Context: an optimization exercise on an open-source flow, tuned for small area. The choices shown serve that exercise and are no tape-out recipe.
Where RTL was checked, it was by simulation tests only, not by an equivalence proof against the original.
Function not checked in runs 3 and 4: the RTL went through the layout flow alone.
No activity file was given, so power comes from the tool's default toggle rates.

==> flow/design.v, too long to show whole: its modules and the start of the top module <==
// module char_library: 15 lines
// module refresh1_bram: 15 lines
// module char_lib: 103 lines
// module char_ctrl: 213 lines
// module lcd_refresh: 110 lines
// module lcd_id: 534 lines
// module lcd_ctrl: 603 lines
// module lcd_interface: 286 lines
// module lcd_mux: 49 lines
// module lcd_axi: 239 lines
module lcd_axi (
        input  logic        clk,
        input  logic        rst_n,
        input  logic [3:0]   s_arid,
        input  logic [31:0] s_araddr,
        input  logic         s_arvalid,
        output logic         s_arready,
        output logic [3:0]   s_rid,
        output logic [31:0]  s_rdata,
        output logic [1:0] s_rresp,
        output logic         s_rlast,
        output logic         s_rvalid,
        input  logic         s_rready,
        input  logic [31:0] s_awaddr,
        input  logic         s_awvalid,
        output logic         s_awready,
        input  logic [31:0]  s_wdata,
        input  logic [3:0]   s_wstrb,
        input  logic         s_wlast,
        input  logic         s_wvalid,
        output logic         s_wready,
        output logic [3:0]   s_bid,
        output logic [1:0] s_bresp,
        output logic         s_bvalid,
        input  logic         s_bready,
        input  logic         cpu_work,
        input  logic         cpu_draw,
        input  logic [31:0]  touch_reg,
        output logic         lcd_rst,
        output logic         lcd_cs,
        output logic         lcd_rs,
        output logic         lcd_wr,
        output logic         lcd_rd,
        output logic [15:0]  lcd_data_o,
        output logic         lcd_data_oe,
        output logic         lcd_bl_ctr
    );
  // ...
==> flow/char_lib.hex <==
000000
000000
000000
000000
000000
000000
000400
000c00
007c00
07fc00
001c00
001c00
001c00
001c00
001c00
001c00
001c00
001c00
001c00
001c00
001c00
001c00
001c00
001c00
001c00
001c00
001c00
001c00
001c00
001c00
001c00
003c00
07ffe0
000000
000000
000000
000000
000000
000000
000000
000000
000000
000000
000000
000000
000000
000000
000000
000000
000000
000000
000000
000000
000000
000000
000000
000000
000000
000000
000000
000000
000000
000000
000000
000000
000000
000000
000000
000000
000000
000000
000000
000000
000000
000000
000000
000000
000000
000000
000000
000000
000000
000000
000000
000000
000000
000000
000000
000000
000000
000000
000000
000000
000000
000000
000000
000000
000000
000000
000000
000000
000000
000000
000000
000000
000000
000000
000000
000000
000000
000000
000000
000000
000000
000000
000000
000000
000000
000000
000000
000000
000000
000000
000000
000000
000000
000000
000000
000000
000000
000000
000000
000000
000000
000000
000000
000000
000000
000000
000000
000000
000000
000000
000000
000000
000000
000000
000000
000000
000000
000000
000000
000000
000000
000000
000000
000000
000000
000000
000000
000000
000000
000000
000000
000000
000000
000000
000000
000000
000000
000000
000000
000000
000000
000000
000000
000000
000000
000000
000000
000000
000000
000000
000000
000000
000000
000000
000000
000000
000000
000000
000000
000000
000000
000000
000000
000000
000000
000000
000000
000000
000000
000000
000000
000000
000000
000000
000000
000000
000000
000000
000000
000000
000000
000000
000000
000000
000000
000000
000000
000000
000000
000000
000000
000000
000000
000000
000000
000000
000000
000000
000000
000000
000000
000000
000000
000000
000000
000000
000000
000000
000000
000000
000000
000000
000000
000000
000000
000000
000000
000000
000000
000000
000000
000000
000000
000000
000000
000000
000000
000000
000000
000000
000000
000000
000000
000000
000000
000000
000000
000000
000000
000000
000000
000000
000000
000000
000000
000000
000000
000000
000000
000000
000000
000000
000000
000000
000000
000000
000000
000000
000000
000000
000000
000000
000000
000000
000000
000000
000000
000000
000000
000000
000000
000000
000000
000000
000000
000000
000000
000000
000000
000000
000000
000000
000000
000000
000000
000000
000000
000000
000000
000000
000000
000000
000000
000000
000000
000000
000000
000000
000000
000000
000000
000000
000000
000000
000000
000000
000000
000000
000000
000000
000000
000000
000000
000000
000000
000000
000000
000000
000000
000000
000000
000000
000000
000000
000000
000000
000000
000000
000000
000000
000000
000000
000000
000000
000000
000000
000000
000000
000000
000000
000000
000000
000000
000000
000000
000000
000000
000000
000000
000000
000000
000000
000000
000000
000000
000000
000000
000000
000000
000000
000000
000000
000000
000000
000000
000000
000000
000000
000000
000000
000000
000000
000000
000000
000000
000000
000000
000000
000000
000000
000000
000000
000000
000000
000000
000000
000000
000000
000000
000000
000000
000000
000000
000000
000000
000000
000000
000000
000000
000000
000000
000000
000000
000000
000000
000000
000000
000000
000000
000000
000000
000000
000000
000000
000000
000000
000000
000000
000000
000000
000000
000000
000000
000000
000000
000000
000000
000000
000000
000000
000000
000000
000000
000000
000000
000000
000000
000000
000000
000000
000000
000000
000000
000000
000000
000000
000000
000000
000000
000000
000000
000000
000000
000000
000000
000000
000000
000000
000000
000000
000000
000000
000000
000000
000000
000000
000000
000000
000000
000000
000000
000000
000000
000000
000000
000000
000000
000000
000000
000000
000000
000000
000000
000000
000000
000000
000000
000000
000000
000000
000000
000000
000000
000000
000000
000000
000000
000000
000000
000000
000000
000000
000000
000000
000000
000000
000000
000000
000000
000000
000000
000000
000000
000000
000000
000000
000000
000000
000000
000000
000000
000000
000000
000000
000000
000000
000000
000000
000000
000000
000000
000000
000000
000000
000000
000000
000000
000000
000000
000000
000000
000000
000000
000000
000000
000000
000000
000000
000000
000000
000000
000000
000000
000000
000000
000000
000000
000000
000000
000000
000000
000000
000000
000000
000000
000000
000000
000000
000000
000000
000000
000000
000000
000000
000000
000000
000000
000000
000000
000000
000000
000000
000000
000000
000000
000000
000000
000000
000000
000000
000000
000000
000000
000000
000000
000000
000000
000000
000000
000000
000000
000000
000000
000000
000000
000000
000000
000000
000000
000000
000000
000000
000000
000000
000000
000000
000000
000000
000000
000000
000000
000000
000000
000000
000000
000000
000000
000000
000000
000000
000000
000000
000000
000000
000000
000000
000000
000000
000000
000000
000000
000000
000000
000000
000000
000000
000000
000000
000000
000000
000000
000000
000000
000000
000000
000000
000000
000000
000000
000000
000000
000000
000000
000000
000000
000000
000000
000000
000000
000000
000000
000000
000000
000000
000000
000000
000000
000000
000000
000000
000000
000000
000000
000000
000000
000000
000000
000000
000000
000000
000000
000000
000000
000000
000000
000000
000000
000000
000000
000000
000000
000000
000000
000000
000000
000000
000000
000000
000000
000000
000000
000000
000000
000000
000000
000000
000000
000000
000000
000000
000000
000000
000000
000000
000000
000000
000000
000000
000000
000000
000000
000000
000000
000000
000000
000000
000000
000000
000000
000000
000000
000000
000000
000000
000000
000000
000000
000000
000000
000000
000000
000000
000000
000000
000000
000000
000000
000000
000000
000000
000000
000000
000000
000000
000000
000000
000000
000000
000000
000000
000000
000000
000000
000000
000000
000000
000000
000000
000000
000000
000000
000000
000000
000000
000000
000000
000000
000000
000000
000000
000000
000000
000000
000000
000000
000000
000000
000000
000000
000000
000000
000000
000000
000000
000000
000000
000000
000000
000000
000000
000000
000000
000000
000000
000000
000000
000000
000000
000000
000000
000000
000000
000000
000000
000000
000000
000000
000000
000000
000000
000000
000000
000000
000000
000000
000000
000000
000000
000000
000000
000000
000000
000000
000000
000000
000000
000000
000000
000000
000000
000000
000000
000000
000000
000000
000000
000000
000000
000000
000000
000000
000000
000000
000000
000000
000000
000000
000000
000000
000000
000000
000000
000000
000000
000000
000000
000000
000000
000000
000000
000000
000000
000000
000000
000000
000000
000000
000000
000000
000000
000000
000000
000000
000000
000000
000000
000000
000000
000000
000000
000000
000000
000000
000000
000000
000000
000000
000000
000000
000000
000000
000000
000000
000000
000000
000000
000000
000000
000000
000000
000000
000000
000000
000000
000000
000000
000000
000000
000000
000000
000000
000000
000000
000000
000000
000000
000000
000000
000000
000000
000000
000000
000000
000000
000000
000000
000000
000000
000000
000000
000000
000000
000000
000000
000000
000000
000000
000000
000000
000000
000000
000000
000000
000000
000000
000000
000000
000000
000000
000000
000000
000000
000000
000000
000000
000000
000000
000000
000000
000000
000000
000000
000000
000000
000000
000000
000000
000000
000000
000000
000000
==> flow/refresh1.hex <==
3600
0000
2a00
0000
2a01
0000
2a02
0001
2a03
00df
2b00
0000
2b01
0000
2b02
0003
2b03
001f
2c00
ffff
0000
0000
0000
0000
0000
0000
0000
0000
0000
0000
0000
0000
==> flow/run.sh <==
#!/bin/bash
# synth_recipe.tcl (not shown) runs the flow's synth.tcl, then flattens the netlist and writes it again
# the make line also repeats each setting of config.mk as NAME=value (left out here)
make -C /OpenROAD-flow-scripts/flow DESIGN_CONFIG=/design/flow/config.mk WORK_HOME=/design/flow/orfs CLKGATE_MAP_FILE= SYNTH_SCRIPT=/design/flow/synth_recipe.tcl finish
==> flow/config.mk <==
export PLATFORM = sky130hd
export DESIGN_NAME = lcd_axi
export DESIGN_NICKNAME = lcd_axi
export VERILOG_FILES = /design/flow/design.v
export SDC_FILE = /design/flow/constraint.sdc
export NUM_CORES = 4
export LEC_CHECK = 0
export CAP_MARGIN = 20
export CORE_MARGIN = 2
export CORE_UTILIZATION = 40
export SLEW_MARGIN = 20
export SYNTH_MEMORY_MAX_BITS = 32768
==> flow/constraint.sdc <==
create_clock -name core_clock -period 8.0 [get_ports {clk}]
set_input_delay 1.6000 -clock core_clock [delete_from_list [all_inputs] [get_ports {clk}]]
set_output_delay 1.6000 -clock core_clock [all_outputs]
set_load 0.01 [all_outputs]
==> impl_metrics.toml, run 1 <==
[floorplanning]
core_um2 = 158000
ios = 219
die_w_um = 403

[final_layout]
seq_area_um2 = 33600
final_nets = 6309
largest-register = "u_char_ctrl.char_buffer"
n_antenna_cell = 2
largestRegisters = "u_char_ctrl.char_buffer x448, u_lcd_ctrl.graph_buffer x224, u_lcd_ctrl.char_buffer x192"
multi_input_comb_cells = 4086
bufAreaShareNonClock = 0.0364

[worst_hold_path]
hp-start = "u_lcd_id.data_o[3]"
hold_depth = 1

[pwr]
pwr-share-seq = 0.503
p_total_w = 0.0152
power_switching_w = 0.00337
ir_drop_uv = 223
p_comb_w = 0.000392
power-top-group = "sequential cells"

[sta]
rsz0062_at_grt = "no"
period_minus_slack_ps = 4320
setup_ws_ps = 3680
whs_ps = 432
fin_tns_setup_ps = 0

[synthesis]
synth_commonest_cells = "dfxtp_1, nor2_1, mux2i_1"
synth_top_family_by_area = "simple AND/OR/NAND/NOR gates"
ys.warnings.count = 19
yosysTopAreaCellShare = 0.316
syn_inst = 6099
yosysMostFrequentCell = "dfxtp_1"
synth_compound_area_frac = 0.103

[outcome]
outcome = "no timing/DRC/antenna violations"

[setup_path]
path_cells = "inv_1, ha_2, and2_1, o31ai_1, nor2_1, a31oi_1, nor3_4, nand2_2, nand2_1, a21oi_1"
cp_top_family = "simple AND/OR/NAND/NOR gates"
crit_path_max_incr_delay_ps = 690
critPathLaunch = "u_lcd_ctrl.inst_num[1]"

[routing]
ant_nets = 0
wire_per_inst_um = 21.4

[cts]
root_buffer = "clkbuf_16"
postCtsSetupBuffers = 0

[global_routing]
grt_start_max_net_pins = 186
antenna_found_initial = 4
grt_pass1_wl_mm = 272
grt-ovfl-total = 0
==> module lcd_axi, before the edit <==
module lcd_axi (
        input  logic        clk,
        input  logic        rst_n,
        input  logic [3:0]   s_arid,
        input  logic [31:0] s_araddr,
        input  logic         s_arvalid,
        output logic         s_arready,
        output logic [3:0]   s_rid,
        output logic [31:0]  s_rdata,
        output logic [1:0] s_rresp,
        output logic         s_rlast,
        output logic         s_rvalid,
        input  logic         s_rready,
        input  logic [31:0] s_awaddr,
        input  logic         s_awvalid,
        output logic         s_awready,
        input  logic [31:0]  s_wdata,
        input  logic [3:0]   s_wstrb,
        input  logic         s_wlast,
        input  logic         s_wvalid,
        output logic         s_wready,
        output logic [3:0]   s_bid,
        output logic [1:0] s_bresp,
        output logic         s_bvalid,
        input  logic         s_bready,
        input  logic         cpu_work,
        input  logic         cpu_draw,
        input  logic [31:0]  touch_reg,
        output logic         lcd_rst,
        output logic         lcd_cs,
        output logic         lcd_rs,
        output logic         lcd_wr,
        output logic         lcd_rd,
        output logic [15:0]  lcd_data_o,
        output logic         lcd_data_oe,
        output logic         lcd_bl_ctr
    );
    logic pclk;
    assign pclk = clk;
    logic        id_we, id_wr, id_lcd_rs, id_fm, id_read_color, id_busy, id_write_color_ok;
    logic [15:0] id_data;
    logic        if_init_write_ok, if_busy, if_write_color_ok;
    logic [15:0] if_data;
    logic        if_we, if_wr, if_lcd_rs, if_id_fm, if_read_color;
    logic        init_write_ok_unused;
    logic [31:0] data_reg;
    lcd_mux u_lcd_mux (
                .pclk(pclk),
                .rst_n(rst_n),
                .cpu_draw(cpu_draw),
                .id_we(id_we),
                .id_wr(id_wr),
                .id_lcd_rs(id_lcd_rs),
                .id_data_o(id_data),
                .id_fm_i(id_fm),
                .id_read_color_o(id_read_color),
                .busy_o(id_busy),
                .write_color_ok_o(id_write_color_ok),
                .init_data(16'h0000),
                .init_we(1'b0),
                .init_wr(1'b0),
                .init_rs(1'b0),
                .init_work(1'b0),
                .init_finish(1'b1),
                .init_write_ok_o(init_write_ok_unused),
                .cpu_work(cpu_work),
                .init_write_ok_i(if_init_write_ok),
                .busy_i(if_busy),
                .write_color_ok_i(if_write_color_ok),
                .data_o(if_data),
                .we_o(if_we),
                .wr_o(if_wr),
                .lcd_rs_o(if_lcd_rs),
                .id_fm_o(if_id_fm),
                .read_color_o(if_read_color)
            );
    lcd_interface u_lcd_interface (
                      .pclk(pclk),
                      .rst_n(rst_n),
                      .lcd_rst(lcd_rst),
                      .lcd_cs(lcd_cs),
                      .lcd_rs(lcd_rs),
                      .lcd_wr(lcd_wr),
                      .lcd_rd(lcd_rd),
                      .lcd_data_i(16'h0000),
                      .lcd_data_o(lcd_data_o),
                      .lcd_bl_ctr(lcd_bl_ctr),
                      .lcd_write_data_ctrl(lcd_data_oe),
                      .data_reg(data_reg),
                      .data_i(if_data),
                      .we(if_we),
                      .wr(if_wr),
                      .lcd_rs_i(if_lcd_rs),
                      .id_fm(if_id_fm),
                      .read_color(if_read_color),
                      .busy(if_busy),
                      .write_color_ok(if_write_color_ok),
                      .init_write_ok(if_init_write_ok)
                  );
    logic        write_ok;
    logic [31:0] buffer_data, buffer_addr, graph_size;
    logic        data_valid, refresh, refresh_rs_o, char_color, char_rs;
    logic [31:0] debug_current_state, debug_next_state;
    lcd_id u_lcd_id (
               .pclk(pclk),
               .rst_n(rst_n),
               .write_lcd_i(data_valid),
               .lcd_addr_i(buffer_addr),
               .lcd_data_i(buffer_data),
               .refresh_i(refresh),
               .refresh_rs_i(refresh_rs_o),
               .buffer_addr_i(buffer_addr),
               .buffer_data_i(buffer_data),
               .data_valid(data_valid),
               .graph_size_i(graph_size),
               .char_color_i(char_color),
               .char_rs_i(char_rs),
               .cpu_work(cpu_work),
               .write_ok(write_ok),
               .we(id_we),
               .wr(id_wr),
               .lcd_rs(id_lcd_rs),
               .data_o(id_data),
               .id_fm(id_fm),
               .read_color_o(id_read_color),
               .busy(id_busy),
               .write_color_ok(id_write_color_ok),
               .debug_current_state(debug_current_state),
               .debug_next_state(debug_next_state)
           );
    logic        enable;
    logic [6:0]  refresh_req;
    logic [15:0] refresh_data;
    logic        data_ok, refresh_ok, refresh_rs;
    logic [31:0] cpu_code;
    logic        char_work, char_write_ok, char_color_ok, write_str_end;
    logic [15:0] char_data;
    logic [31:0] debug_buffer_state, debug_inst_num, debug_r_state, debug_w_state;
    lcd_ctrl u_lcd_ctrl (
                 .pclk(pclk),
                 .rst_n(rst_n),
                 .s_arid(s_arid),
                 .s_araddr(s_araddr),
                 .s_arlen(8'h00),
                 .s_arsize(3'b010),
                 .s_arburst(2'b01),
                 .s_arlock(2'b00),
                 .s_arcache(4'h0),
                 .s_arprot(3'b000),
                 .s_arvalid(s_arvalid),
                 .s_arready(s_arready),
                 .s_rid(s_rid),
                 .s_rdata(s_rdata),
                 .s_rresp(s_rresp),
                 .s_rlast(s_rlast),
                 .s_rvalid(s_rvalid),
                 .s_rready(s_rready),
                 .s_awid(4'h0),
                 .s_awaddr(s_awaddr),
                 .s_awlen(8'h00),
                 .s_awsize(3'b010),
                 .s_awburst(2'b01),
                 .s_awlock(2'b00),
                 .s_awcache(4'h0),
                 .s_awprot(3'b000),
                 .s_awvalid(s_awvalid),
                 .s_awready(s_awready),
                 .s_wid(4'h0),
                 .s_wdata(s_wdata),
                 .s_wstrb(s_wstrb),
                 .s_wlast(s_wlast),
                 .s_wvalid(s_wvalid),
                 .s_wready(s_wready),
                 .s_bid(s_bid),
                 .s_bresp(s_bresp),
                 .s_bvalid(s_bvalid),
                 .s_bready(s_bready),
                 .buffer_data(buffer_data),
                 .buffer_addr(buffer_addr),
                 .data_valid(data_valid),
                 .graph_size(graph_size),
                 .refresh(refresh),
                 .refresh_rs_o(refresh_rs_o),
                 .char_color(char_color),
                 .char_rs(char_rs),
                 .lcd_input_data(32'h0),
                 .enable(enable),
                 .refresh_req(refresh_req),
                 .refresh_data(refresh_data),
                 .data_ok(data_ok),
                 .refresh_ok_i(refresh_ok),
                 .refresh_rs_i(refresh_rs),
                 .touch_reg(touch_reg),
                 .cpu_work(cpu_work),
                 .write_ok(write_ok),
                 .debug_buffer_state(debug_buffer_state),
                 .debug_inst_num(debug_inst_num),
                 .debug_r_state(debug_r_state),
                 .debug_w_state(debug_w_state),
                 .cpu_code(cpu_code),
                 .char_work(char_work),
                 .char_write_ok(char_write_ok),
                 .char_data_i(char_data),
                 .char_color_ok(char_color_ok),
                 .write_str_end(write_str_end)
             );
    logic [31:0] debug_col, debug_char_ctrl_state;
    logic        debug_char_req, debug_char_data_ok, debug_char_finish;
    logic [23:0] debug_char_douta;
    logic [5:0]  debug_x, debug_y;
    char_ctrl u_char_ctrl (
                  .pclk(pclk),
                  .rst_n(rst_n),
                  .cpu_code(cpu_code),
                  .char_work(char_work),
                  .write_ok(char_write_ok),
                  .data_o(char_data),
                  .color_ok(char_color_ok),
                  .write_str_end(write_str_end),
                  .debug_col(debug_col),
                  .debug_char_req(debug_char_req),
                  .debug_char_douta(debug_char_douta),
                  .debug_char_data_ok(debug_char_data_ok),
                  .debug_char_finish(debug_char_finish),
                  .debug_x(debug_x),
                  .debug_y(debug_y),
                  .debug_char_ctrl_state(debug_char_ctrl_state)
              );
    lcd_refresh u_lcd_refresh (
                    .pclk(pclk),
                    .rst_n(rst_n),
                    .enable(enable),
                    .refresh_req(refresh_req),
                    .refresh_data(refresh_data),
                    .refresh_rs(refresh_rs),
                    .data_ok(data_ok),
                    .refresh_ok(refresh_ok)
                );
endmodule
==> run 2, diff against run 1 <==
==> flow/design.v (replaced) <==
module lcd_axi (
        input  logic        clk,
        input  logic        rst_n,
        input  logic [3:0]   s_arid,
        input  logic [31:0] s_araddr,
        input  logic         s_arvalid,
        output logic         s_arready,
        output logic [3:0]   s_rid,
        output logic [31:0]  s_rdata,
        output logic [1:0] s_rresp,
        output logic         s_rlast,
        output logic         s_rvalid,
        input  logic         s_rready,
        input  logic [31:0] s_awaddr,
        input  logic         s_awvalid,
        output logic         s_awready,
        input  logic [31:0]  s_wdata,
        input  logic [3:0]   s_wstrb,
        input  logic         s_wlast,
        input  logic         s_wvalid,
        output logic         s_wready,
        output logic [3:0]   s_bid,
        output logic [1:0] s_bresp,
        output logic         s_bvalid,
        input  logic         s_bready,
        input  logic         cpu_work,
        input  logic         cpu_draw,
        input  logic [31:0]  touch_reg,
        output logic         lcd_rst,
        output logic         lcd_cs,
        output logic         lcd_rs,
        output logic         lcd_wr,
        output logic         lcd_rd,
        output logic [15:0]  lcd_data_o,
        output logic         lcd_data_oe,
        output logic         lcd_bl_ctr
    );
    logic srst;                  
    assign srst = ~rst_n | ~cpu_work;
    logic        r_data;         
    logic        rv;             
    logic [3:0]  rid_q;
    logic [31:0] rdata_q;
    logic        ra_lcd, ra_touch;
    always_ff @(posedge clk) begin
        if (~rst_n) begin
            r_data   <= 1'b0;
            rv       <= 1'b0;
            rid_q    <= 4'd0;
            rdata_q  <= 32'd0;
            ra_lcd   <= 1'b0;
            ra_touch <= 1'b0;
        end
        else if (~r_data) begin
            rdata_q <= 32'd0;
            rv      <= 1'b0;
            if (s_arvalid) begin
                r_data   <= 1'b1;
                rid_q    <= s_arid;
                ra_lcd   <= (s_araddr == 32'h1fd0c000);
                ra_touch <= (s_araddr == 32'h1fd0c004);
            end
        end
        else if (rv & s_rready) begin
            r_data   <= 1'b0;
            rv       <= 1'b0;
            rid_q    <= 4'd0;
            rdata_q  <= 32'd0;
            ra_lcd   <= 1'b0;
            ra_touch <= 1'b0;
        end
        else begin
            rv      <= 1'b1;
            rdata_q <= ({32{ra_lcd}} & touch_reg) | {32{ra_touch}};
        end
    end
    assign s_arready = ~(r_data & ~rv);
    assign s_rid     = rid_q;
    assign s_rdata   = rdata_q;
    assign s_rresp   = 2'b00;
    assign s_rlast   = rv;
    assign s_rvalid  = rv;
    localparam logic [1:0] W_IDLE = 2'd0, W_ADDR = 2'd1, W_DATA = 2'd2, W_RESP = 2'd3;
    logic [1:0] ws;
    logic       bv;
    logic       buffer_ok;
    always_ff @(posedge clk) begin
        if (~rst_n) begin
            ws <= W_IDLE;
            bv <= 1'b0;
        end
        else begin
            case (ws)
                W_IDLE: if (~buffer_ok) ws <= W_ADDR;
                W_ADDR: if (s_awvalid) ws <= W_DATA;
                W_DATA: if (s_wvalid & s_wlast) ws <= W_RESP;
                default: begin
                    if (bv & s_bready) begin
                        ws <= W_IDLE;
                        bv <= 1'b0;
                    end
                    else
                        bv <= 1'b1;
                end
            endcase
        end
    end
    assign s_awready = (ws == W_ADDR);
    assign s_wready  = (ws == W_DATA);
    assign s_bvalid  = bv;
    assign s_bid     = 4'd0;
    assign s_bresp   = 2'b00;
    localparam logic [2:0] B_IDLE0 = 3'd0,   
                           B_IDLE  = 3'd1,
                           B_GRAPH = 3'd2,
                           B_CHAR  = 3'd3,
                           B_DG    = 3'd4,   
                           B_DC    = 3'd5,   
                           B_DCC   = 3'd6,   
                           B_REF   = 3'd7;   
    logic [2:0] bst;
    logic [2:0] cnt;             
    logic [1:0] dt;              
    logic       enable;
    logic       refresh_ok;
    logic       char_write_ok;
    logic       char_rs;
    logic [31:0] gsize;          
    localparam logic [3:0] C_NONE = 4'd0, C_ID1 = 4'd1, C_ID2 = 4'd2, C_ID3 = 4'd3,
                           C_SCAN = 4'd4, C_WCOL = 4'd5, C_RCOL = 4'd6,
                           C_SC = 4'd8, C_EC = 4'd10, C_SP = 4'd12, C_EP = 4'd14;
    logic [19:0] fifo [0:5];     
    logic [3:0]  h_cls;
    logic [15:0] h_dat;
    assign h_cls = fifo[0][19:16];
    assign h_dat = fifo[0][15:0];
    localparam logic [4:0] S_IDLE   = 5'b00000,
                           S_RID1   = 5'b00001,
                           S_RID2   = 5'b00010,
                           S_RID3   = 5'b00011,
                           S_SCAN_I = 5'b00100,
                           S_COL_I  = 5'b00101,
                           S_RCOL   = 5'b00110,
                           S_SCAN_D = 5'b01100,
                           S_COL_D  = 5'b01101,
                           S_REFR   = 5'b01001,
                           S_CHAR   = 5'b01010;
    logic [4:0] st, nst;
    logic       id_delay;
    logic       gs_sel;
    logic [31:0] draw_counter;
    logic       write_ok;
    assign write_ok = (st == S_IDLE);
    logic       if_busy;
    logic       if_wco;
    logic       mux_delay;
    localparam logic [1:0] X_IDLE = 2'd0, X_XY = 2'd1, X_OK = 2'd2;
    localparam logic [1:0] CS_IDLE = 2'd0, CS_GET = 2'd1, CS_WC = 2'd2;
    logic [1:0] cst;
    logic [1:0] xy;
    logic [4:0] cx;
    logic [5:0] cy;
    logic       str_end, cstart;
    logic       color_ok, write_str_end, char_work;
    localparam logic [1:0] R_IDLE = 2'd0, R_ADDR = 2'd1, R_DATA = 2'd2;
    logic [1:0]  rst_q;
    logic        rstart;
    logic [18:0] addra;
    logic        data_ok;
    assign data_ok = (rst_q == R_DATA);
    logic dispatch_ok;
    assign dispatch_ok = (dt == 2'd2);
    logic wr_acc;
    assign wr_acc = s_wvalid & (ws == W_DATA) & (s_wstrb == 4'hf);
    assign buffer_ok = (bst == B_IDLE0) | bst[2];
    logic [3:0] w_cls;
    always_comb begin
        case (s_wdata[31:24])
            8'hDA: w_cls = C_ID1;
            8'hDB: w_cls = C_ID2;
            8'hDC: w_cls = C_ID3;
            8'h36: w_cls = C_SCAN;
            8'h2A: w_cls = (s_wdata[23:16] == 8'h00) ? C_SC :
                           (s_wdata[23:16] == 8'h02) ? C_EC : C_NONE;
            8'h2B: w_cls = (s_wdata[23:16] == 8'h00) ? C_SP :
                           (s_wdata[23:16] == 8'h02) ? C_EP : C_NONE;
            8'h2C: w_cls = C_WCOL;
            8'h2E: w_cls = C_RCOL;
            default: w_cls = C_NONE;
        endcase
    end
    logic fifo_shift;
    always_comb begin
        fifo_shift = 1'b0;
        case (bst)
            B_GRAPH: fifo_shift = wr_acc & (cnt != 3'd6);
            B_CHAR:  fifo_shift = wr_acc;
            B_DG:    fifo_shift = write_ok & dispatch_ok & (cnt <= 3'd5) & (cnt != 3'd0);
            B_DC:    fifo_shift = write_ok & dispatch_ok & (cnt <= 3'd4) & (cnt != 3'd0);
            default: fifo_shift = 1'b0;
        endcase
    end
    always_ff @(posedge clk) begin
        if (fifo_shift) begin
            for (integer i = 0; i < 5; i++)
                fifo[i] <= fifo[i+1];
            fifo[5] <= {w_cls, s_wdata[15:0]};
        end
    end
    always_ff @(posedge clk) begin
        if ((bst == B_GRAPH) & wr_acc & (cnt == 3'd6))
            gsize <= s_wdata;
    end
    always_ff @(posedge clk) begin
        if (srst) begin
            bst           <= B_IDLE0;
            cnt           <= 3'd0;
            dt            <= 2'd2;
            enable        <= 1'b0;
            refresh_ok    <= 1'b0;
            char_write_ok <= 1'b0;
            char_rs       <= 1'b0;
        end
        else begin
            case (bst)
                B_IDLE0, B_IDLE: begin
                    cnt           <= 3'd0;
                    dt            <= 2'd2;
                    refresh_ok    <= 1'b0;
                    char_write_ok <= 1'b0;
                    char_rs       <= 1'b0;
                    enable        <= 1'b0;
                    bst           <= B_IDLE;
                    if (s_awvalid & (ws == W_ADDR)) begin
                        case (s_awaddr)
                            32'h1fd0c008: bst <= B_GRAPH;
                            32'h1fd0c00c: bst <= B_CHAR;
                            32'h1fd0c014: begin
                                bst    <= B_REF;
                                enable <= 1'b1;
                            end
                            default: bst <= B_IDLE;
                        endcase
                    end
                end
                B_GRAPH: begin
                    if (wr_acc) begin
                        cnt <= cnt + 3'd1;
                        if (cnt == 3'd6) begin
                            bst <= B_DG;
                            cnt <= 3'd0;
                        end
                    end
                end
                B_CHAR: begin
                    if (wr_acc) begin
                        cnt <= cnt + 3'd1;
                        if (cnt == 3'd5) begin
                            bst <= B_DC;
                            cnt <= 3'd0;
                        end
                    end
                end
                B_DC: begin
                    if (write_ok & dispatch_ok & (cnt <= 3'd4)) begin
                        cnt <= cnt + 3'd1;
                        dt  <= 2'd0;
                    end
                    else if (~dispatch_ok)
                        dt <= dt + 2'd1;
                    else if (write_ok & (cnt == 3'd5)) begin
                        bst           <= B_DCC;
                        char_rs       <= 1'b0;
                        cnt           <= 3'd0;
                        dt            <= 2'd0;
                        char_write_ok <= 1'b0;
                    end
                end
                B_DCC: begin
                    if (color_ok) begin
                        char_write_ok <= 1'b0;
                        dt            <= 2'd0;
                        char_rs       <= 1'b1;
                    end
                    else if (~dispatch_ok)
                        dt <= dt + 2'd1;
                    else if (write_str_end) begin
                        bst           <= B_IDLE;
                        cnt           <= 3'd0;
                        dt            <= 2'd2;
                        char_rs       <= 1'b0;
                        char_write_ok <= 1'b0;
                    end
                    else if (write_ok)
                        char_write_ok <= 1'b1;
                end
                B_DG: begin
                    if (write_ok & dispatch_ok & (cnt <= 3'd5)) begin
                        cnt <= cnt + 3'd1;
                        dt  <= 2'd0;
                    end
                    else if (~dispatch_ok)
                        dt <= dt + 2'd1;
                    else if (write_ok & (cnt == 3'd6)) begin
                        bst        <= B_IDLE;
                        cnt        <= 3'd0;
                        dt         <= 2'd2;
                        enable     <= 1'b0;
                        refresh_ok <= 1'b0;
                    end
                end
                default: begin  
                    if (data_ok) begin
                        enable     <= 1'b0;
                        dt         <= 2'd0;
                        refresh_ok <= (addra == 19'd384018);
                    end
                    else if (~dispatch_ok)
                        dt <= dt + 2'd1;
                    else if (write_ok) begin
                        if (refresh_ok) begin
                            bst           <= B_IDLE;
                            cnt           <= 3'd0;
                            dt            <= 2'd2;
                            enable        <= 1'b0;
                            refresh_ok    <= 1'b0;
                            char_write_ok <= 1'b0;
                            char_rs       <= 1'b0;
                        end
                        else
                            enable <= 1'b1;
                    end
                end
            endcase
        end
    end
    logic write_lcd, wl_refresh, wl_char;
    assign write_lcd  = (dt == 2'd1);
    assign wl_refresh = write_lcd & (bst == B_REF);
    assign wl_char    = write_lcd & (bst == B_DCC);
    assign char_work  = (bst == B_DCC) & (dt == 2'd0) & ~char_rs;
    logic busy_o;
    assign busy_o = cpu_draw ? (mux_delay | if_busy) : 1'b1;
    logic hold;
    assign hold = busy_o | id_delay;
    always_comb begin
        nst = S_IDLE;
        if (st[4]) begin
            if (hold)
                nst = st;
            else if (st[1:0] == 2'b11)
                nst = S_IDLE;
            else
                nst = {st[4:2], st[1:0] + 2'b01};
        end
        else begin
            case (st)
                S_IDLE: begin
                    if (write_lcd) begin
                        if (wl_refresh)
                            nst = S_REFR;
                        else if (wl_char)
                            nst = S_CHAR;
                        else if (h_cls[3])
                            nst = {1'b1, h_cls[2:1], 2'b00};
                        else
                            nst = {2'b00, h_cls[2:0]};
                    end
                end
                S_SCAN_I: nst = hold ? S_SCAN_I : S_SCAN_D;
                S_COL_I:  nst = hold ? S_COL_I : S_COL_D;
                S_COL_D:  nst = (hold | (gs_sel & (draw_counter < gsize))) ? S_COL_D : S_IDLE;
                default:  nst = hold ? st : S_IDLE;
            endcase
        end
    end
    always_ff @(posedge clk) begin
        if (srst) begin
            st           <= S_IDLE;
            id_delay     <= 1'b0;
            gs_sel       <= 1'b0;
            draw_counter <= 32'd0;
        end
        else begin
            st       <= nst;
            id_delay <= (st != nst);
            if (dt == 2'd0)
                gs_sel <= (bst == B_DG);
            if (nst == S_IDLE)
                draw_counter <= 32'd0;
            else if ((nst == S_COL_D) & if_wco & cpu_draw)
                draw_counter <= draw_counter + 32'd1;
        end
    end
    logic pix;
    always_comb begin
        case (cy)
            6'd6:  pix = (cx == 5'd13);
            6'd7:  pix = (cx == 5'd12) | (cx == 5'd13);
            6'd8:  pix = (cx >= 5'd9) & (cx <= 5'd13);
            6'd9:  pix = (cx >= 5'd5) & (cx <= 5'd13);
            6'd31: pix = (cx >= 5'd10) & (cx <= 5'd13);
            6'd32: pix = (cx >= 5'd5) & (cx <= 5'd18);
            default: pix = (cy >= 6'd10) & (cy <= 6'd30) & (cx >= 5'd11) & (cx <= 5'd13);
        endcase
    end
    logic        r_white;
    logic [15:0] r_rom;
    logic [15:0] rpix;
    logic        rrs;
    assign r_white = ~rstart | (addra >= 19'd19);
    always_comb begin
        case (addra[4:0])
            5'd0:  r_rom = 16'h3600;
            5'd2:  r_rom = 16'h2a00;
            5'd4:  r_rom = 16'h2a01;
            5'd6:  r_rom = 16'h2a02;
            5'd7:  r_rom = 16'h0001;
            5'd8:  r_rom = 16'h2a03;
            5'd9:  r_rom = 16'h00df;
            5'd10: r_rom = 16'h2b00;
            5'd12: r_rom = 16'h2b01;
            5'd14: r_rom = 16'h2b02;
            5'd15: r_rom = 16'h0003;
            5'd16: r_rom = 16'h2b03;
            5'd17: r_rom = 16'h001f;
            5'd18: r_rom = 16'h2c00;
            default: r_rom = 16'h0000;
        endcase
    end
    assign rpix = r_white ? 16'hffff : r_rom;
    assign rrs  = r_white | addra[0];
    logic        id_we, id_wr, id_rs, id_fm;
    logic [15:0] id_data;
    always_comb begin
        id_we   = (st != S_IDLE);
        id_wr   = 1'b1;
        id_rs   = 1'b0;
        id_fm   = 1'b0;
        id_data = 16'h0000;
        if (st[4]) begin
            id_rs = st[0];
            if (~st[0])
                id_data = {7'b0010101, st[3], 6'b000000, st[2], st[1]};
            else if (st[1])
                id_data = {8'h00, h_dat[7:0]};
            else
                id_data = {8'h00, h_dat[15:8]};
        end
        else begin
            case (st)
                S_IDLE: begin
                    id_wr = 1'b0;
                end
                S_RID1: begin
                    id_wr = 1'b0;
                    id_data = 16'hda00;
                end
                S_RID2: begin
                    id_wr = 1'b0;
                    id_data = 16'hdb00;
                end
                S_RID3: begin
                    id_wr = 1'b0;
                    id_data = 16'hdc00;
                end
                S_SCAN_I: id_data = 16'h3600;
                S_COL_I:  id_data = 16'h2c00;
                S_SCAN_D, S_COL_D: begin
                    id_rs   = 1'b1;
                    id_data = h_dat;
                end
                S_RCOL: begin
                    id_wr   = 1'b0;
                    id_fm   = 1'b1;
                    id_data = 16'h2e00;
                end
                S_REFR: begin
                    id_rs   = rrs;
                    id_data = rpix;
                end
                default: begin  
                    id_rs   = char_rs;
                    id_data = char_rs ? {16{~pix}} : 16'h2c00;
                end
            endcase
        end
    end
    always_ff @(posedge clk) begin
        if (srst)
            mux_delay <= 1'b1;
        else if (cpu_draw)
            mux_delay <= 1'b0;
    end
    logic        m_we, m_wr, m_rs, m_fm;
    logic [15:0] m_data;
    assign m_we   = cpu_draw & id_we;
    assign m_wr   = cpu_draw & id_wr;
    assign m_rs   = cpu_draw & id_rs;
    assign m_fm   = cpu_draw & id_fm;
    assign m_data = cpu_draw ? id_data : 16'h0000;
    localparam logic [2:0] I_IDLE = 3'd0, I_WD = 3'd1, I_SW = 3'd2, I_WR = 3'd3,
                           I_SR = 3'd4, I_RD = 3'd5;
    logic [2:0] ist, inst_n;
    logic       fm_q;
    logic [3:0] tc;
    logic       rnum2;
    logic [1:0] rc;
    logic       irs;
    logic [15:0] idata;
    logic [3:0] if_dt;
    logic       tc_hit;
    always_ff @(posedge clk) begin
        if (~rst_n)
            lcd_bl_ctr <= 1'b0;
        else
            lcd_bl_ctr <= 1'b1;
    end
    assign lcd_rst = rst_n;
    always_comb begin
        case (ist)
            I_SR:    if_dt = fm_q ? 4'd8 : 4'd3;
            I_RD:    if_dt = fm_q ? 4'd13 : 4'd5;
            default: if_dt = 4'd0;
        endcase
    end
    assign tc_hit = (tc == if_dt);
    always_comb begin
        case (ist)
            I_IDLE:  inst_n = m_we ? I_WD : I_IDLE;
            I_WD:    inst_n = I_SW;
            I_SW:    inst_n = I_WR;
            I_WR:    inst_n = m_wr ? I_IDLE : I_SR;
            I_SR:    inst_n = tc_hit ? I_RD : I_SR;
            I_RD:    inst_n = tc_hit ? ((rc == {rnum2, ~rnum2}) ? I_IDLE : I_SR) : I_RD;
            default: inst_n = I_IDLE;
        endcase
    end
    always_ff @(posedge clk) begin
        if (~rst_n) begin
            ist     <= I_IDLE;
            fm_q    <= 1'b0;
            tc      <= 4'd0;
            rnum2   <= 1'b0;
            rc      <= 2'd0;
            irs     <= 1'b0;
            idata   <= 16'h0000;
            if_busy <= 1'b0;
        end
        else begin
            ist  <= inst_n;
            fm_q <= m_fm;
            if ((ist == I_SR) | (ist == I_RD))
                tc <= tc_hit ? 4'd0 : (tc == 4'd15) ? tc : tc + 4'd1;
            else
                tc <= 4'd0;
            if (inst_n == I_SR)
                rnum2 <= cpu_draw & id_fm;
            case (inst_n)
                I_SR: ;
                I_RD: if ((ist == I_SR) & (rc != 2'd3)) rc <= rc + 2'd1;
                default: rc <= 2'd0;
            endcase
            case (inst_n)
                I_IDLE: begin
                    irs     <= 1'b0;
                    idata   <= 16'h0000;
                    if_busy <= 1'b0;
                end
                I_WD: begin
                    irs     <= m_rs;
                    idata   <= m_data;
                    if_busy <= 1'b1;
                end
                I_SW: begin
                    if_busy <= 1'b1;
                end
                I_WR: begin
                    if_busy <= ~m_wr;
                end
                default: begin  
                    irs     <= 1'b1;
                    idata   <= 16'h0000;
                    if_busy <= 1'b1;
                end
            endcase
        end
    end
    assign if_wco      = (ist == I_SW);
    assign lcd_cs      = (ist == I_IDLE);
    assign lcd_rs      = irs;
    assign lcd_wr      = (ist != I_SW);
    assign lcd_rd      = (ist != I_SR);
    assign lcd_data_o  = idata;
    assign lcd_data_oe = (ist == I_WD) | (ist == I_SW) | (ist == I_WR);
    logic       get_done;
    assign get_done = (cy == 6'd5) & (cx == 5'd0);
    assign color_ok      = (xy == X_OK) & (cst == CS_WC);
    assign write_str_end = (xy == X_OK) & (cst == CS_IDLE);
    always_ff @(posedge clk) begin
        if (~rst_n) begin
            cst     <= CS_IDLE;
            xy      <= X_IDLE;
            cx      <= 5'd0;
            cy      <= 6'd0;
            str_end <= 1'b0;
            cstart  <= 1'b0;
        end
        else begin
            case (cst)
                CS_IDLE: if (char_work) cst <= CS_GET;
                CS_GET:  if (get_done) cst <= CS_WC;
                CS_WC:   if (str_end) cst <= CS_IDLE;
                default: cst <= CS_IDLE;
            endcase
            if (cst == CS_WC) begin
                case (xy)
                    X_IDLE: begin
                        if (char_write_ok & ~cstart) begin
                            cx      <= 5'd0;
                            cy      <= 6'd0;
                            str_end <= 1'b0;
                            xy      <= X_XY;
                            cstart  <= 1'b1;
                        end
                        else if (char_write_ok) begin
                            if (cx != 5'd23)
                                cx <= cx + 5'd1;
                            else if (cy != 6'd39) begin
                                cx <= 5'd0;
                                cy <= cy + 6'd1;
                            end
                            else begin
                                cx      <= 5'd0;
                                cy      <= 6'd0;
                                str_end <= 1'b1;
                            end
                            xy <= X_XY;
                        end
                    end
                    X_XY: xy <= X_OK;
                    X_OK: xy <= X_IDLE;
                    default: begin
                        cstart  <= 1'b0;
                        cx      <= 5'd0;
                        cy      <= 6'd0;
                        xy      <= X_IDLE;
                        str_end <= 1'b0;
                    end
                endcase
            end
            else begin
                xy      <= X_IDLE;
                str_end <= 1'b0;
                cstart  <= 1'b0;
                if ((cst == CS_GET) & ~get_done) begin
                    if (cx != 5'd23)
                        cx <= cx + 5'd1;
                    else begin
                        cx <= 5'd0;
                        cy <= cy + 6'd1;
                    end
                end
                else begin
                    cx <= 5'd0;
                    cy <= 6'd0;
                end
            end
        end
    end
    always_ff @(posedge clk) begin
        if (~rst_n) begin
            rst_q  <= R_IDLE;
            rstart <= 1'b0;
            addra  <= 19'd0;
        end
        else begin
            case (rst_q)
                R_IDLE: begin
                    if (enable) begin
                        rst_q  <= R_ADDR;
                        rstart <= 1'b1;
                        if (rstart)
                            addra <= addra + 19'd1;
                    end
                end
                R_ADDR: rst_q <= R_DATA;
                default: begin
                    rst_q <= R_IDLE;
                    if (addra == 19'd384018) begin
                        addra  <= 19'd0;
                        rstart <= 1'b0;
                    end
                end
            endcase
        end
    end
endmodule
removed: flow/char_lib.hex
removed: flow/refresh1.hex
==> impl_metrics.toml, run 2 <==
[sta]
setup-violations-final = 0
period_minus_slack_ps = 4610
skew_ps = 21.3
relSlewSlack = 0.341
whs_ps = 412
drv_slew = 0
rsz0062_at_grt = "no"
fmax_mhz = 217
worstMarginPinSlew_ps = 986
setup_ws_ps = 3390
hold_viol_final = 0
fin_crit_sh = 0.577
fin_tns_setup_ps = 0

[final_layout]
fin_util = 0.496
largest-register = "fifo"
nFillCells = 3636
drive_gt1_frac = 0.0829
final_common_cell = "clkdlybuf4s50_1"
final_cell_mix = "clkdlybuf4s50_1, dfxtp_1, nor2_1"
largest_reg_flops = 120
final_nets = 1946
n_antenna_cell = 0
area_delta_synth_final_pct = 23.0

[floorplanning]
initial_core_util = 0.403
ios = 219
die_area_um2 = 41500
die_w_um = 204
die_y_um = 204
core_um2 = 39500
rows = 73

[global_routing]
grt_pass1_vias = 12000
grt_pass1_wl_mm = 62.9
grt-ovfl-total = 0
track_usage = 0.186
antenna_found_initial = 0
grt_start_max_net_pins = 66

[pwr]
ir_drop_uv = 129
powerDensity_nw_per_um2 = 184
p_leak_nw = 6.99

[cts]
postCtsSetupBuffers = 0
cts_resized = 0
cts_tree = "done"
postCtsHoldBufs = 0
path_clk_slew_ps = 60
cts_made_buffers = 38
root_buffer = "clkbuf_16"
h-tree-depth = 2
clock_sinks = 326
insertion_delay_ps = 560
clock_path_buffers = 3

[synthesis]
synthArstFlopShare = 0
syn_inst = 1559
synth_commonest_cells = "dfxtp_1, nor2_1, edfxtp_1"
yosys-top-cells-area = "edfxtp_1, dfxtp_1, ha_1"
synth_enable_flop_cells = 152
synth-xor-area-share = 0.0154
avgSynthCellArea_um2 = 10.2
seq_area_frac_synth = 0.505
ys_ff_latch = 326
yosys-mux-area-fraction = 0.0329
synth_flop_cell = "dfxtp_1"
yosys.area_share.simple = 0.174
syn_area_um2 = 15900
synth_top_family_by_area = "simple AND/OR/NAND/NOR gates"
ys_types = 94
yosysTopAreaCellShare = 0.286
yosysTopAreaCell = "edfxtp_1"
yosysMostFrequentCell = "dfxtp_1"
ys.warnings.count = 2
synth_fa_ha_area_frac = 0.0526
synth_compound_area_frac = 0.170

[routing]
ant_nets = 0
wire_per_inst_um = 17.2
drt_wl_total_mm = 39.2
drc_errors = 0
first_iter_violations = 884
vias = 12400
first_pass_iters = 5
drt-vias-per-instance = 5.42

[worst_hold_path]
holdCritPathClass = "flop to flop"
hold_depth = 0
hp-start = "fifo[1][6]"

[setup_path]
worstPathArrival_ps = 3010
worstSetupPathType = "input pin to output pin"
r2r-start = "st[1]"
critPathRequiredTime_ps = 6400
cp_max_fo = 28
critPathLaunch = "rst_n"
worstSetupStartpointType = "input pin"
rr_worst_depth = 9
end_kind = "output pin"

[placed_design]
place.gp.congestion = 0.852
hpwl_mm = 27.3
place_ws_ps = 2680
port_buffers = 210

[job]
drv_cap = 0

[outcome]
outcome = "no timing/DRC/antenna violations"
run 2: cell type report:
class	instances	area [um^2]	share of cell area
multi-input combinational	1062	7160	0.365
inverter	81	304	0.0155
clock buffer	49	1030	0.0526
tap	525	657	0.0335
timing repair buffer	224	2220	0.113
sequential	326	8050	0.410
clock inverter	19	189	0.00963
run 2: cell families (layout without fill, tap and decap cells):
kind of cell	Yosys count	count (layout)
flip-flops	326	326
adder cells (fa/ha/maj)	67	67
AO/OA/AOI/OAI	383	383
AND/OR/NAND/NOR	524	524
buffers and inverters	178	373
XOR/XNOR	28	28
other	1	8
multiplexers	52	52
run 2: worst paths after layout:
check | to | slack (ps)
max | lcd_rst | 3390
min | fifo[0][6] | 410
max reg2reg | fifo[3][11] | 3870
min reg2reg | fifo[0][6] | 410
run 2: metrics by stage:
stage / instances / total power [W] / instance area [um^2]
floorplan: 1566 / 0.00185 / 16000
detailed placement: 2217 / 0.00195 / 18400
finish: 2286 / 0.00361 / 19600
global route: 2286 / 0.00374 / 19600
global placement: 2217 / 0.00195 / 18400
CTS: 2285 / 0.00366 / 19600
run 2: where the power goes:
part,leakage (nW),internal (W),switching [W]
Sequential,2.77,0.00174,0.00000696
Combinational,3.63,0.0000985,0.0000666
Clock,0.598,0.00101,0.000685
Total,6.99,0.00285,0.000759
run 2: critical path, cell delays in order:
cell             delay [ps]
clkdlybuf4s50_1         460
buf_4                   340
clkdlybuf4s50_1         610
run 2: routing by layer:
layer,GRT usage,wire [um],up-vias
met4,0.0537,910,0
li1,-,-,6080
met1,0.238,16900,5953
met3,0.0382,2050,65
met5,0,0,-
met2,0.319,19300,281
==> run 3, diff against run 2 <==
--- a/flow/design.v
+++ b/flow/design.v
@@ -37,2 +37,25 @@
     );
+    function automatic logic [31:0] inc32(input logic [31:0] a, input logic cin);
+        logic c;
+        c = cin;
+        for (integer i = 0; i < 32; i++) begin
+            inc32[i] = a[i] ^ c;
+            c = c & a[i];
+        end
+    endfunction
+    function automatic logic [18:0] inc19(input logic [18:0] a, input logic cin);
+        logic c;
+        c = cin;
+        for (integer i = 0; i < 19; i++) begin
+            inc19[i] = a[i] ^ c;
+            c = c & a[i];
+        end
+    endfunction
+    function automatic logic lt32(input logic [31:0] a, input logic [31:0] b);
+        logic l;
+        l = 1'b0;
+        for (integer i = 0; i < 32; i++)
+            l = (~a[i] & b[i]) | (~a[i] & l) | (b[i] & l);
+        lt32 = l;
+    endfunction
     logic srst;                  
@@ -371,3 +394,3 @@
                 S_COL_I:  nst = hold ? S_COL_I : S_COL_D;
-                S_COL_D:  nst = (hold | (gs_sel & (draw_counter < gsize))) ? S_COL_D : S_IDLE;
+                S_COL_D:  nst = (hold | (gs_sel & lt32(draw_counter, gsize))) ? S_COL_D : S_IDLE;
                 default:  nst = hold ? st : S_IDLE;
@@ -388,6 +411,4 @@
                 gs_sel <= (bst == B_DG);
-            if (nst == S_IDLE)
-                draw_counter <= 32'd0;
-            else if ((nst == S_COL_D) & if_wco & cpu_draw)
-                draw_counter <= draw_counter + 32'd1;
+            draw_counter <= {32{nst != S_IDLE}} &
+                            inc32(draw_counter, (nst == S_COL_D) & if_wco & cpu_draw);
         end
@@ -411,21 +432,10 @@
     assign r_white = ~rstart | (addra >= 19'd19);
-    always_comb begin
-        case (addra[4:0])
-            5'd0:  r_rom = 16'h3600;
-            5'd2:  r_rom = 16'h2a00;
-            5'd4:  r_rom = 16'h2a01;
-            5'd6:  r_rom = 16'h2a02;
-            5'd7:  r_rom = 16'h0001;
-            5'd8:  r_rom = 16'h2a03;
-            5'd9:  r_rom = 16'h00df;
-            5'd10: r_rom = 16'h2b00;
-            5'd12: r_rom = 16'h2b01;
-            5'd14: r_rom = 16'h2b02;
-            5'd15: r_rom = 16'h0003;
-            5'd16: r_rom = 16'h2b03;
-            5'd17: r_rom = 16'h001f;
-            5'd18: r_rom = 16'h2c00;
-            default: r_rom = 16'h0000;
-        endcase
-    end
+    logic [4:0] ra;
+    logic [7:0] r_hi, r_lo_e, r_lo_o;
+    assign ra = addra[4:0];
+    assign r_hi   = (ra == 5'd0) ? 8'h36 : (ra <= 5'd8) ? 8'h2a : (ra <= 5'd16) ? 8'h2b : 8'h2c;
+    assign r_lo_e = (ra == 5'd0) ? 8'h00 : {6'd0, ra[2:1] - 2'd1};
+    assign r_lo_o = (ra == 5'd7) ? 8'h01 : (ra == 5'd9) ? 8'hdf : (ra == 5'd15) ? 8'h03 :
+                    (ra == 5'd17) ? 8'h1f : 8'h00;
+    assign r_rom  = ra[0] ? {8'h00, r_lo_o} : {r_hi, r_lo_e};
     assign rpix = r_white ? 16'hffff : r_rom;
@@ -500,6 +510,5 @@
     assign m_fm   = cpu_draw & id_fm;
-    assign m_data = cpu_draw ? id_data : 16'h0000;
-    localparam logic [2:0] I_IDLE = 3'd0, I_WD = 3'd1, I_SW = 3'd2, I_WR = 3'd3,
-                           I_SR = 3'd4, I_RD = 3'd5;
-    logic [2:0] ist, inst_n;
+    assign m_data = id_data;     
+    logic       i_wd, i_sw, i_wr, i_sr, i_rd, i_idle;
+    logic       n_wd, n_sw, n_wr, n_sr, n_rd, n_idle;
     logic       fm_q;
@@ -511,3 +520,3 @@
     logic [3:0] if_dt;
-    logic       tc_hit;
+    logic       tc_hit, rc_eq;
     always_ff @(posedge clk) begin
@@ -519,24 +528,19 @@
     assign lcd_rst = rst_n;
-    always_comb begin
-        case (ist)
-            I_SR:    if_dt = fm_q ? 4'd8 : 4'd3;
-            I_RD:    if_dt = fm_q ? 4'd13 : 4'd5;
-            default: if_dt = 4'd0;
-        endcase
-    end
+    assign i_idle = ~(i_wd | i_sw | i_wr | i_sr | i_rd);
+    assign if_dt  = i_sr ? (fm_q ? 4'd8 : 4'd3) : (fm_q ? 4'd13 : 4'd5);
     assign tc_hit = (tc == if_dt);
-    always_comb begin
-        case (ist)
-            I_IDLE:  inst_n = m_we ? I_WD : I_IDLE;
-            I_WD:    inst_n = I_SW;
-            I_SW:    inst_n = I_WR;
-            I_WR:    inst_n = m_wr ? I_IDLE : I_SR;
-            I_SR:    inst_n = tc_hit ? I_RD : I_SR;
-            I_RD:    inst_n = tc_hit ? ((rc == {rnum2, ~rnum2}) ? I_IDLE : I_SR) : I_RD;
-            default: inst_n = I_IDLE;
-        endcase
-    end
+    assign rc_eq  = (rc == {rnum2, ~rnum2});
+    assign n_wd   = i_idle & m_we;
+    assign n_sw   = i_wd;
+    assign n_wr   = i_sw;
+    assign n_sr   = (i_wr & ~m_wr) | (i_sr & ~tc_hit) | (i_rd & tc_hit & ~rc_eq);
+    assign n_rd   = (i_sr & tc_hit) | (i_rd & ~tc_hit);
+    assign n_idle = (i_idle & ~m_we) | (i_wr & m_wr) | (i_rd & tc_hit & rc_eq);
     always_ff @(posedge clk) begin
         if (~rst_n) begin
-            ist     <= I_IDLE;
+            i_wd    <= 1'b0;
+            i_sw    <= 1'b0;
+            i_wr    <= 1'b0;
+            i_sr    <= 1'b0;
+            i_rd    <= 1'b0;
             fm_q    <= 1'b0;
@@ -550,5 +554,9 @@
         else begin
-            ist  <= inst_n;
+            i_wd <= n_wd;
+            i_sw <= n_sw;
+            i_wr <= n_wr;
+            i_sr <= n_sr;
+            i_rd <= n_rd;
             fm_q <= m_fm;
-            if ((ist == I_SR) | (ist == I_RD))
+            if (i_sr | i_rd)
                 tc <= tc_hit ? 4'd0 : (tc == 4'd15) ? tc : tc + 4'd1;
@@ -556,41 +564,32 @@
                 tc <= 4'd0;
-            if (inst_n == I_SR)
+            if (n_sr)
                 rnum2 <= cpu_draw & id_fm;
-            case (inst_n)
-                I_SR: ;
-                I_RD: if ((ist == I_SR) & (rc != 2'd3)) rc <= rc + 2'd1;
-                default: rc <= 2'd0;
-            endcase
-            case (inst_n)
-                I_IDLE: begin
-                    irs     <= 1'b0;
-                    idata   <= 16'h0000;
-                    if_busy <= 1'b0;
-                end
-                I_WD: begin
-                    irs     <= m_rs;
-                    idata   <= m_data;
-                    if_busy <= 1'b1;
-                end
-                I_SW: begin
-                    if_busy <= 1'b1;
-                end
-                I_WR: begin
-                    if_busy <= ~m_wr;
-                end
-                default: begin  
-                    irs     <= 1'b1;
-                    idata   <= 16'h0000;
-                    if_busy <= 1'b1;
-                end
-            endcase
+            if (n_rd) begin
+                if (i_sr & (rc != 2'd3))
+                    rc <= rc + 2'd1;
+            end
+            else if (~n_sr)
+                rc <= 2'd0;
+            if (n_wd) begin
+                irs   <= m_rs;
+                idata <= m_data;
+            end
+            else if (n_sr | n_rd) begin
+                irs   <= 1'b1;
+                idata <= 16'h0000;
+            end
+            else if (n_idle) begin
+                irs   <= 1'b0;
+                idata <= 16'h0000;
+            end
+            if_busy <= ~n_idle & ~(i_sw & m_wr);
         end
     end
-    assign if_wco      = (ist == I_SW);
-    assign lcd_cs      = (ist == I_IDLE);
+    assign if_wco      = i_sw;
+    assign lcd_cs      = i_idle;
     assign lcd_rs      = irs;
-    assign lcd_wr      = (ist != I_SW);
-    assign lcd_rd      = (ist != I_SR);
+    assign lcd_wr      = ~i_sw;
+    assign lcd_rd      = ~i_sr;
     assign lcd_data_o  = idata;
-    assign lcd_data_oe = (ist == I_WD) | (ist == I_SW) | (ist == I_WR);
+    assign lcd_data_oe = i_wd | i_sw | i_wr;
     logic       get_done;
@@ -682,5 +681,4 @@
                         rstart <= 1'b1;
-                        if (rstart)
-                            addra <= addra + 19'd1;
                     end
+                    addra <= inc19(addra, enable & rstart);
                 end
--- a/flow/config.mk
+++ b/flow/config.mk
@@ -9,3 +9,3 @@
 export CORE_MARGIN = 2
-export CORE_UTILIZATION = 40
+export CORE_UTILIZATION = 60
 export SLEW_MARGIN = 20
==> impl_metrics.toml, run 3 <==
[final_layout]
area_delta_synth_final_pct = 27.0
drive_gt1_frac = 0.0936
fin_util = 0.772
nFillCells = 1524
n_antenna_cell = 0
final_common_cell = "clkdlybuf4s50_1"
largest-register = "fifo"
final_nets = 1782
largest_reg_flops = 120
final_cell_mix = "clkdlybuf4s50_1, dfxtp_1, nor2_1"

[synthesis]
yosysTopAreaCellShare = 0.322
ys_ff_latch = 318
yosysTopAreaCell = "edfxtp_1"
synth_enable_flop_cells = 152
synth_flop_cell = "dfxtp_1"
seq_area_frac_synth = 0.556
syn_inst = 1347
syn_area_um2 = 14200
ys_types = 83
yosys-top-cells-area = "edfxtp_1, dfxtp_1, ha_1"
yosysMostFrequentCell = "dfxtp_1"
synth_commonest_cells = "dfxtp_1, nor2_1, edfxtp_1"
synthArstFlopShare = 0
ys.warnings.count = 2
avgSynthCellArea_um2 = 10.5

[sta]
whs_ps = 416
skew_ps = 10.7
setup-violations-final = 0
drv_slew = 0
relSlewSlack = 0.447
fin_tns_setup_ps = 0
worstMarginPinSlew_ps = 819
setup_ws_ps = 85.6
fmax_mhz = 126
fin_crit_sh = 0.989
period_minus_slack_ps = 7910
hold_viol_final = 0

[global_routing]
track_usage = 0.251
grt_pass1_vias = 10400
grt-ovfl-total = 0
grt_pass1_wl_mm = 50.6
antenna_found_initial = 0
grt_start_max_net_pins = 97

[routing]
drt-vias-per-instance = 5.67
drt_wl_total_mm = 32.1
vias = 10800
ant_nets = 0
drc_errors = 0
first_pass_iters = 5
wire_per_inst_um = 16.9
first_iter_violations = 814

[setup_path]
cp_common_cell = "ha_4"
crit_path_max_incr_delay_ps = 300
slowest_stage = "a211oi_2"
critPathRequiredTime_ps = 8490
worstPathArrival_ps = 8400
end_kind = "flop"
cp_max_fo = 5
rr_worst_depth = 43
worstSetupStartpointType = "input pin"
worstSetupPathType = "input pin to flop"

[placed_design]
port_buffers = 210
place.gp.congestion = 0.899
place_ws_ps = -1040
hpwl_mm = 22.6

[worst_hold_path]
holdCritPathClass = "flop to flop"
hold_depth = 0

[pwr]
powerDensity_nw_per_um2 = 185
p_total_w = 0.00333
ir_drop_uv = 211
p_leak_nw = 6.43

[cts]
root_buffer = "clkbuf_16"
clock_sinks = 318
cts_tree = "done"
clock_path_buffers = 3
h-tree-depth = 1
path_clk_slew_ps = 60
insertion_delay_ps = 570
cts_made_buffers = 31

[outcome]
outcome = "no timing/DRC/antenna violations"

[job]
drv_cap = 0

[floorplanning]
die_area_um2 = 24900
initial_core_util = 0.608
ios = 219
die_y_um = 158
core_um2 = 23300
rows = 56
die_w_um = 158
## run 3: cell types whose count changed in the layout (fill, tap and decap cells not counted), sizes merged, moves of 16 or more
cell    delta
mux2i     -39
buf       +17
nand2     +22
inv       -17
o211ai    -25
a21oi     -21
o21ai     -31
nand3     -24
nand4     -28
and3      -16
## run 3: final cells by class
| class | count | area, um^2 | share of cell area |
|---|---|---|---|
| clock buffers | 38 | 832 | 0.0462 |
| clock inverters | 20 | 199 | 0.0110 |
| inverters | 63 | 236 | 0.0131 |
| multi-input cells | 902 | 6110 | 0.339 |
| flip-flops and latches | 318 | 7890 | 0.438 |
| well taps | 319 | 399 | 0.0222 |
| repair buffers | 241 | 2350 | 0.130 |
## run 3: worst paths after layout
kind / startpoint / end / slack (ps)
setup / recovery: cpu_draw / draw_counter[31] / 90
hold reg to reg: fifo[2][18] / fifo[1][18] / 420
hold / removal: fifo[2][18] / fifo[1][18] / 420
setup reg to reg: st[0] / draw_counter[31] / 490
## run 3: kinds of logic after synthesis
logic type / synth area share
other cells: 0.000264
compound gates: 0.148
fa+ha+maj: 0.0732
xor+xnor: 0.0105
simple gates: 0.161
mux: 0.0118
buf+inv: 0.0390
flops: 0.556
## run 3: worst max-delay path: cells and delay by family
family,cells,cell delay [ps]
XOR/XNOR,1,130
adder cells (fa/ha/maj),31,5030
AND/OR/NAND/NOR,3,420
buffers and inverters,2,380
AO/OA/AOI/OAI,4,820
## run 3: metal layers
metal / GRT usage / up-vias / wire, um
li1: - / 5318 / -
met1: 0.325 / 5075 / 13400
met2: 0.442 / 310 / 16100
met3: 0.0342 / 79 / 1800
met4: 0.0706 / 0 / 858
met5: 0 / - / 0
## run 3: stage by stage
step | instances | area [um^2]
floorplan | 1354 | 14300
global placement | 1839 | 16700
finish | 1901 | 18000
CTS | 1900 | 17800
detailed placement | 1839 | 16700
global route | 1901 | 18000
## run 3: timing repair
action / 4_1_cts / 5_1_grt
buffers inserted: 3 / 1
pin swaps: 4 / 5
setup endpoints to repair: 4 / 4
gates resized for setup: 9 / 31
hold buffers: 0 / 0
## run 3: where the power goes
group / switching (W) / internal (W)
registers: 0.00000772 / 0.00170
logic: 0.0000643 / 0.000100
clock network: 0.000613 / 0.000841
total: 0.000685 / 0.00264
==> run 4, diff against run 3 <==
--- a/flow/config.mk
+++ b/flow/config.mk
@@ -10,2 +10,4 @@
 export CORE_UTILIZATION = 60
+export CTS_BUF_LIST = sky130_fd_sc_hd__clkbuf_4
+export CTS_CLUSTER_SIZE = 30
 export SLEW_MARGIN = 20
==> impl_metrics.toml, run 4 <==
[routing]
first_iter_violations = 691
ant_nets = 0
drt-vias-per-instance = 5.58
vias = 11100
first_pass_iters = 5
drt_wl_total_mm = 32.1
wire_per_inst_um = 16.1
drc_errors = 0

[pwr]
ir_drop_uv = 177
clockPowerShare = 0.431
p_leak_nw = 6.61
swShare = 0.225
internal_power_w = 0.00255
powerDensity_nw_per_um2 = 184
power_switching_w = 0.000741
combPwrFrac = 0.050
pwr-share-seq = 0.519

[global_routing]
gr-max-usage-layer = "met2"
grt_pass1_vias = 10600
grt-ovfl-total = 0
use_met1 = 0.313
grt_pass1_wl_mm = 51.0
antenna_found_initial = 1
use_met2 = 0.442
track_usage = 0.255
grt_start_max_net_pins = 97
grt_util_met3 = 0.0512

[sta]
fmax_mhz = 128
fin_crit_sh = 0.979
relSlewSlack = 0.433
setup-violations-final = 0
skew_ps = 44.5
hold_viol_final = 0
drv_slew = 0
worstMarginPinSlew_ps = 838
period_minus_slack_ps = 7830

[placed_design]
hpwl_mm = 22.6
port_buffers = 210
placed_area_um2 = 16700
place.gp.congestion = 0.899

[synthesis]
seq_area_frac_synth = 0.556
yosysTopAreaCell = "edfxtp_1"
ys_types = 83
yosysMostFrequentCell = "dfxtp_1"
avgSynthCellArea_um2 = 10.5
yosysTopAreaCellShare = 0.322
yosys-top-cells-area = "edfxtp_1, dfxtp_1, ha_1"
synth_enable_flop_cells = 152
syn_area_um2 = 14200
ys_ff_latch = 318
synth_flop_cell = "dfxtp_1"
ys.warnings.count = 2
synthArstFlopShare = 0
syn_inst = 1347
synth_commonest_cells = "dfxtp_1, nor2_1, edfxtp_1"

[setup_path]
cp_common_cell = "ha_2"
worstSetupStartpointType = "input pin"
crit_path_max_incr_delay_ps = 260
critPathRequiredTime_ps = 8620
end_kind = "flop"
slowest_stage = "a32o_2"
worstPathArrival_ps = 8450
worstSetupPathType = "input pin to flop"
cp_max_fo = 4

[final_layout]
drive_gt1_frac = 0.136
largest-register = "fifo"
final_design_area_no_fill_um2 = 17900
fin_util = 0.768
final_cell_mix = "clkdlybuf4s50_1, dfxtp_1, nor2_1"
final_common_cell = "clkdlybuf4s50_1"
final_nets = 1835
area_delta_synth_final_pct = 26.3
largest_reg_flops = 120
nFillCells = 1604

[cts]
cts_made_buffers = 82
h-tree-depth = 3
insertion_delay_ps = 730
postCtsHoldBufs = 0
clock_path_buffers = 3
root_buffer = "clkbuf_4"
cts_tree = "done"
path_clk_slew_ps = 70
clock_sinks = 318

[floorplanning]
die_w_um = 158
rows = 56
initial_core_util = 0.608
die_area_um2 = 24900
die_y_um = 158
ios = 219
core_um2 = 23300

[job]
drv_cap = 0

[worst_hold_path]
holdCritPathClass = "flop to flop"

[outcome]
outcome = "no timing/DRC/antenna violations"
-- run 4: cell counts after synthesis --
Identical to the previous run, type by type.
-- run 4: layout make-up --
type / instances / area [um^2] / area share
diodes: 1 / 2.50 / 0.000140
clock buffers: 116 / 871 / 0.0486
clock inverters: 30 / 224 / 0.0125
inverters: 63 / 236 / 0.0132
multi-input cells: 902 / 5930 / 0.331
flip-flops and latches: 318 / 7890 / 0.441
well taps: 319 / 399 / 0.0223
repair buffers: 243 / 2360 / 0.132
-- run 4: repair_timing --
item / 4_1_cts / 5_1_grt
endpoints found under the setup margin: 3 / 3
buffers inserted: 2 / 4
pin swaps: 2 / 7
resized for setup: 3 / 17
-- run 4: per-stage QoR --
stage,hold slack [ps],setup slack [ps],TNS [ps],instances,total power (W)
after floorplan,400,13.4,0,1354,0.00180
after global placement,400,-853,-3420,1839,0.00190
after detailed placement,405,-1040,-4570,1839,0.00191
after CTS,405,27.4,0,1987,0.00333
after global routing,393,-91.5,-99.1,1992,0.00344
final,406,171,0,1992,0.00329
-- run 4: cell families after synthesis --
group / Yosys count / share of synthesized area
fa+ha+maj: 84 / 0.0732
buf+inv: 134 / 0.0390
compound gates: 312 / 0.148
xor+xnor: 17 / 0.0105
flops: 318 / 0.556
simple gates: 465 / 0.161
other cells: 1 / 0.000264
mux: 16 / 0.0118
-- run 4: critical path: cells and delay by family --
family | cells | cell delay (ps)
and+or+nand+nor | 4 | 480
AOI/OAI and AO/OA | 3 | 700
adders and majority gates | 31 | 5220
xor gates and xnor gates | 1 | 140
buffers and inverters | 2 | 300
-- run 4: layer usage --
| layer | routed length (um) | vias to the layer above |
|---|---|---|
| li1 | - | 5481 |
| met1 | 13600 | 5231 |
| met2 | 16000 | 329 |
| met3 | 1710 | 74 |
| met4 | 811 | 0 |
| met5 | 0 | - |
-- run 4: power groups by stage --
stage | logic, W | registers [W] | clock network, W
detailed placement | 0.000164 | 0.00174 | 0
global route | 0.000179 | 0.00171 | 0.00155
global placement | 0.000161 | 0.00174 | 0
floorplan | 0.0000610 | 0.00174 | 0
finish | 0.000165 | 0.00171 | 0.00142
CTS | 0.000165 | 0.00171 | 0.00146
-- run 4: final timing paths --
kind / start / end / slack (ps) / depth (start not counted)
min reg2reg: fifo[5][0] / fifo[4][0] / 410 / 0
min: fifo[5][0] / fifo[4][0] / 410 / 0
max reg2reg: gsize[27] / draw_counter[31] / 410 / 41
max: cpu_draw / draw_counter[31] / 170 / 41

what the ideal ports hide:
How much do the figures lean on ideal ports? The routed layouts below were timed once more, with nothing changed but the port constraints. Step 1 assumes that a clkbuf_16 drives the clock port and a buf_2 every other input. Step 2 also shifts input and output timing later by t, the mid clock arrival at the registers, as if the neighbouring blocks saw the same clock. Three values: ideal ports, drivers, drivers and shift; two values: the first two.
run | t, ns | setup WS [ns] | hold WS [ns]
run 1 | 0.867 | 3.678 / 3.678 / 3.068 | 0.432 / 0.432 / 0.432
run 2 | 0.599 | 3.387 / 3.346 / 2.881 | 0.412 / 0.412 / 0.412
run 3 | 0.610 | 0.086 / 0.102 / -0.508 | 0.416 / 0.416 / 0.416
run 4 | 0.746 | 0.171 / 0.185 / -0.561 | 0.406 / 0.406 / 0.406
Met with ideal ports but missed after step 2: setup timing in run 3 and run 4. The setup slack of run 4, which loses most, moves by +0.014 ns with the drivers and by -0.732 ns with both steps.
